What follows belongs to an exercise in optimizing a design on an open flow for a short achievable clock period and few clock cycles; a production flow would make more cautious choices. Function was checked by simulation only, so behaviour that the tests miss may differ from the original. Power figures rest on the tool's default switching activity, not on a simulated workload.

==> run a: inputs <==
// CPU
module CPU (
    input         clk,
    input         reset,
    output [15:0] imem_addr,
    input  [15:0] imem_data,
    output [15:0] dmem_addr,
    output [15:0] dmem_wdata,
    output        dmem_we,
    output        dmem_re,
    input  [15:0] dmem_rdata,
    output        halt
);
clock: 35.0 ns
lec_check: 0
cap_margin: 20
core_margin: 2
core_utilization: 40
slew_margin: 20
standard.sh (not shown) runs the stock make flow with config.mk's settings and CLKGATE_MAP_FILE= SYNTH_SCRIPT=/design/flow/synth_recipe.tcl, a recipe that flattens the netlist after the stock synthesis.
==> flow/flow/run.sh <==
#!/bin/bash
# Standard ORFS layout (the standard.sh, standard synthesis unchanged) with
# setup repair pushed further: the repair steps aim for this much setup
# slack at the design's clock period and constraints (SDC unchanged).
set -euo pipefail
export SETUP_SLACK_MARGIN=${SETUP_SLACK_MARGIN_OVERRIDE:-27}
bash standard.sh > standard.log 2>&1
==> inputs of run b, as changes to run a <==
==> flow/flow/run.sh (replaced) <==
#!/bin/bash
# Standard ORFS layout (the standard.sh, standard synthesis unchanged) with
# setup repair pushed further: the repair steps aim for this much setup
# slack at the design's clock period and constraints (SDC unchanged).
set -euo pipefail
export SETUP_SLACK_MARGIN=${SETUP_SLACK_MARGIN_OVERRIDE:-27.5}
bash standard.sh > standard.log 2>&1
- CORE_UTILIZATION: 40 -> 50
==> inputs of run c, as changes to run a <==
--- a/flow/design.v
+++ b/flow/design.v
@@ -36,30 +36,19 @@
     endfunction
     reg [15:0] pc_q;
     reg [15:0] ir;
     reg        ir_v;
     reg [15:0] ir_pc2;
-    reg [15:0] ir_pc;
-    reg        ir_pred;            
-    reg [1:0]  bt_v;
-    reg        bt_rr;
-    reg [15:0] bt_pc [0:1];
-    reg [15:0] bt_tg [0:1];
-    reg [2:0]  bt_rs [0:1];
-    reg [2:0]  bt_rt [0:1];
-    reg [1:0]  bt_bg;
     reg [15:0] gpr [1:7];
     reg [7:1]  gv;
     reg [15:0] ra_q, at_q, hi_q, lo_q;
     reg        ra_v, at_v, hi_v, lo_v;
     reg        hi_ng, lo_ng;       
     reg [15:0] m_addr, m_wdata;
     reg        m_we, m_re;
     reg [2:0]  m_ld_rt;
     reg        halt_q;
-    reg        mu_busy;
-    reg [16:0] mu_a, mu_b;
     reg        dv_busy;
     reg [2:0]  dv_cnt;
     reg        dv_qneg, dv_rneg;
     reg [15:0] dv_rem, dv_quo, dv_dvs;
     wire [3:0] op   = ir[15:12];
@@ -90,11 +79,11 @@
     wire uses_rt = (is_rr & ~is_jr) | is_sh_o | is_bneq | is_sh | is_mtsr;
     wire hilo_use = is_mul | is_div |
                     ((is_mfsr | is_mtsr) & (fn == 3'd4 || fn == 3'd5));
     wire ld_hazard = (m_ld_rt != 3'd0) &&
                      ((uses_rs && rs == m_ld_rt) || (uses_rt && rt == m_ld_rt));
-    wire dv_hazard = (dv_busy | mu_busy) & hilo_use;
+    wire dv_hazard = dv_busy & hilo_use;
     wire x_stall   = ir_v & (ld_hazard | dv_hazard);
     wire x_go      = ir_v & ~ld_hazard & ~dv_hazard & ~halt_q;
     wire x_halt    = x_go & is_halt;
     wire [17:0] add_ab = ks17({1'b0, A}, {1'b0, B}, 1'b0);
     wire [17:0] sub_ab = ks17({1'b0, A}, {1'b1, ~B}, 1'b1);
@@ -165,54 +154,24 @@
     end
     wire       x_wr   = is_r0 | (is_r1 & ~is_jr) | is_sh_o | is_addi | is_slti | is_mfsr;
     wire [2:0] x_dst  = (is_addi | is_slti) ? rt : rd;
     wire       x_wen  = x_go & x_wr & (x_dst != 3'd0);
     wire        msg = is_r1;
-    wire [33:0] prod = $signed(mu_a) * $signed(mu_b);
+    wire [33:0] prod = $signed({msg & A[15], A}) * $signed({msg & B[15], B});
     wire        b_ne     = (A != B);
     wire        b_gt     = ~A[15] & (A != 16'h0000);
     wire [17:0] b_sum    = ks17({1'b0, ir_pc2}, {1'b0, imm[14:0], 1'b0}, 1'b0);
-    wire        b_take   = (is_bneq & b_ne) | (is_bgtz & b_gt);
-    wire        b_fix    = (is_bneq | is_bgtz) & (b_take != ir_pred) & (ir[5:0] != 6'd0);
+    wire        b_take   = ((is_bneq & b_ne) | (is_bgtz & b_gt)) & (ir[5:0] != 6'd0);
     wire        jr_take  = is_jr & (A != ir_pc2);
-    wire        redirect = x_go & (b_fix | jr_take);
-    wire [15:0] x_next   = is_jr ? A : b_take ? b_sum[15:0] : ir_pc2;
-    wire        bt_new   = x_go & (is_bneq | is_bgtz) & b_take & ~ir_pred & ir[5];
-    wire ld_wen = m_re & (m_ld_rt != 3'd0);
-    reg [15:0] gn [0:7];
-    reg [7:0]  gk;                  
-    integer p;
-    always @(*) begin
-        gn[0] = 16'h0000;
-        gk[0] = 1'b1;
-        for (p = 1; p < 8; p = p + 1) begin
-            if (x_wen && x_dst == p) begin
-                gn[p] = xres;
-                gk[p] = 1'b1;
-            end else begin
-                gn[p] = gv[p] ? gpr[p] : 16'h0000;
-                gk[p] = ~(ld_wen && m_ld_rt == p) & ~(x_go && is_lh && rt == p);
-            end
-        end
-    end
-    wire        bh0   = bt_v[0] & (bt_pc[0] == pc_q);
-    wire        bh1   = bt_v[1] & (bt_pc[1] == pc_q);
-    wire [2:0]  e_rs  = bh1 ? bt_rs[1] : bt_rs[0];
-    wire [2:0]  e_rt  = bh1 ? bt_rt[1] : bt_rt[0];
-    wire        e_bg  = bh1 ? bt_bg[1] : bt_bg[0];
-    wire [15:0] e_tg  = bh1 ? bt_tg[1] : bt_tg[0];
-    wire [15:0] e_a   = gn[e_rs];
-    wire [15:0] e_b   = gn[e_rt];
-    wire        e_tk  = e_bg ? (~e_a[15] & (e_a != 16'h0000)) : (e_a != e_b);
-    wire        e_kn  = gk[e_rs] & (e_bg | gk[e_rt]);
-    wire        f_pred = (bh0 | bh1) & e_kn & e_tk;
+    wire        redirect = x_go & (b_take | jr_take);
+    wire [15:0] x_next   = is_jr ? A : b_sum[15:0];
     wire [15:0] seq    = pc_q + 16'd2;
     wire        f_isj  = (imem_data[15:12] == 4'h7);
-    wire [15:0] f_seq  = f_pred ? e_tg : seq;
-    wire [15:0] f_next = f_isj ? {seq[15:13], imem_data[11:0], 1'b0} : f_seq;
+    wire [15:0] f_next = f_isj ? {seq[15:13], imem_data[11:0], 1'b0} : seq;
     wire f_hold = halt_q | x_halt;
     wire f_adv  = ~f_hold & ~x_stall & ~redirect;
+    wire ld_wen = m_re & (m_ld_rt != 3'd0);
     wire        dsg   = is_r1;
     wire        a_neg = dsg & A[15];
     wire        b_neg = dsg & B[15];
     wire [17:0] a_ng  = ks17(17'h00000, {1'b1, ~A}, 1'b1);
     wire [17:0] b_ng  = ks17(17'h00000, {1'b1, ~B}, 1'b1);
@@ -275,18 +234,11 @@
             m_we    <= 1'b0;
             m_re    <= 1'b0;
             m_ld_rt <= 3'd0;
             halt_q  <= 1'b0;
             dv_busy <= 1'b0;
-            mu_busy <= 1'b0;
-            bt_v    <= 2'b00;
-            bt_rr   <= 1'b0;
         end else begin
-            if (bt_new) begin
-                bt_v[bt_rr] <= 1'b1;
-                bt_rr       <= ~bt_rr;
-            end
             if (f_hold) begin
                 ir_v <= 1'b0;
             end else if (redirect) begin
                 ir_v <= 1'b0;
                 pc_q <= x_next;
@@ -312,37 +264,27 @@
             end
             if (x_go & (is_mul | is_div)) begin
                 hi_v <= 1'b1;
                 lo_v <= 1'b1;
             end
-            mu_busy <= x_go & is_mul;
             if (x_go & is_div & ~dv_x)
                 dv_busy <= 1'b1;
             else if (dv_last)
                 dv_busy <= 1'b0;
         end
     end
     always @(posedge clk) begin
         if (f_adv) begin
             ir     <= imem_data;
             ir_pc2 <= seq;
-            ir_pc  <= pc_q;
-            ir_pred <= f_pred;
         end
         for (i = 1; i < 8; i = i + 1) begin
             if (x_wen && x_dst == i)
                 gpr[i] <= xres;
             else if (ld_wen && m_ld_rt == i)
                 gpr[i] <= dmem_rdata;
         end
-        if (bt_new) begin
-            bt_pc[bt_rr] <= ir_pc;
-            bt_tg[bt_rr] <= b_sum[15:0];
-            bt_rs[bt_rr] <= rs;
-            bt_rt[bt_rr] <= rt;
-            bt_bg[bt_rr] <= is_bgtz;
-        end
         m_addr  <= sumi;
         m_wdata <= B;
         if (x_go & is_mtsr) begin
             case (fn)
                 3'd2: ra_q <= B;
@@ -351,14 +293,10 @@
                 3'd5: begin lo_q <= B; lo_ng <= 1'b0; end
                 default: ;
             endcase
         end
         if (x_go & is_mul) begin
-            mu_a <= {msg & A[15], A};
-            mu_b <= {msg & B[15], B};
-        end
-        if (mu_busy) begin
             hi_q  <= prod[31:16];
             lo_q  <= prod[15:0];
             hi_ng <= 1'b0;
             lo_ng <= 1'b0;
         end
- CORE_UTILIZATION: 40 -> 30
==> notes.md <==
metric	run a	run c	run b
Status	finished clean	finished clean	finished clean
Synth async-reset ratio	0.08478	0.1061	0.08478
Share of the synthesized area in the top cell type	0.2178	0.1755	0.2178
CP Class	reg2out	reg2reg	reg2out
Pin count of the biggest net entering global routing	64	59	65
Number of well taps	1625	1742	1276
Area of combinational cells with multiple inputs	33740 µm²	28270 µm²	33950 µm²
Total wire length after detailed routing	216500 µm	175600 µm	216500 µm
Initial core utilization	0.4027	0.3022	0.5054
Met1 wire length	84000 µm	66000 µm	82330 µm
Height of the die	353.8 µm	365.4 µm	316.9 µm
Share of synthesized area spent on multiplexers	0.03535	0.07204	0.03535
Antenna Cells	3	1	4
Share of power burned in registers	0.185	0.142	0.183
Worst-Skew Late Latency	0.69 ns	0.65 ns	0.69 ns
Testbench counts of run a, summed over its fixed seeds: cycles 188,951.
Testbench counts of run b, summed over its fixed seeds: cycles 188,951.
Testbench counts of run c, summed over its fixed seeds: cycles 196,437.

-- separate check: timing with driven ports --
Ports are ideal in the flow. The routed layouts listed here were re-timed in OpenROAD.
Step 1 sets driving cells, clkbuf_16 on the clock port and buf_2 on the other inputs (assumed; they add their load-dependent delay and slew).
Step 2 times the ports against the registers' clock, not the clock port: input delays grow and output delays shrink by t, the midpoint of the rising clock arrivals with the driver on.
Three values: no drivers, after step 1, after step 2; two values: the first two.
run	t, ns	setup slack, ns	latest minus earliest clock arrival (ns)	pins driven straight from the clock port
run a	0.748	26.708 / 26.631 / 26.466	0.031 / 0.031	1
run b	0.747	26.694 / 26.618 / 26.637	0.040 / 0.040	1
run c	0.701	26.598 / 26.598 / 26.357	0.053 / 0.053	1
After both steps every run listed still meets setup and hold. For run a, which loses most, drivers alone change the setup slack by -0.077 ns; drivers and shift together by -0.242 ns.
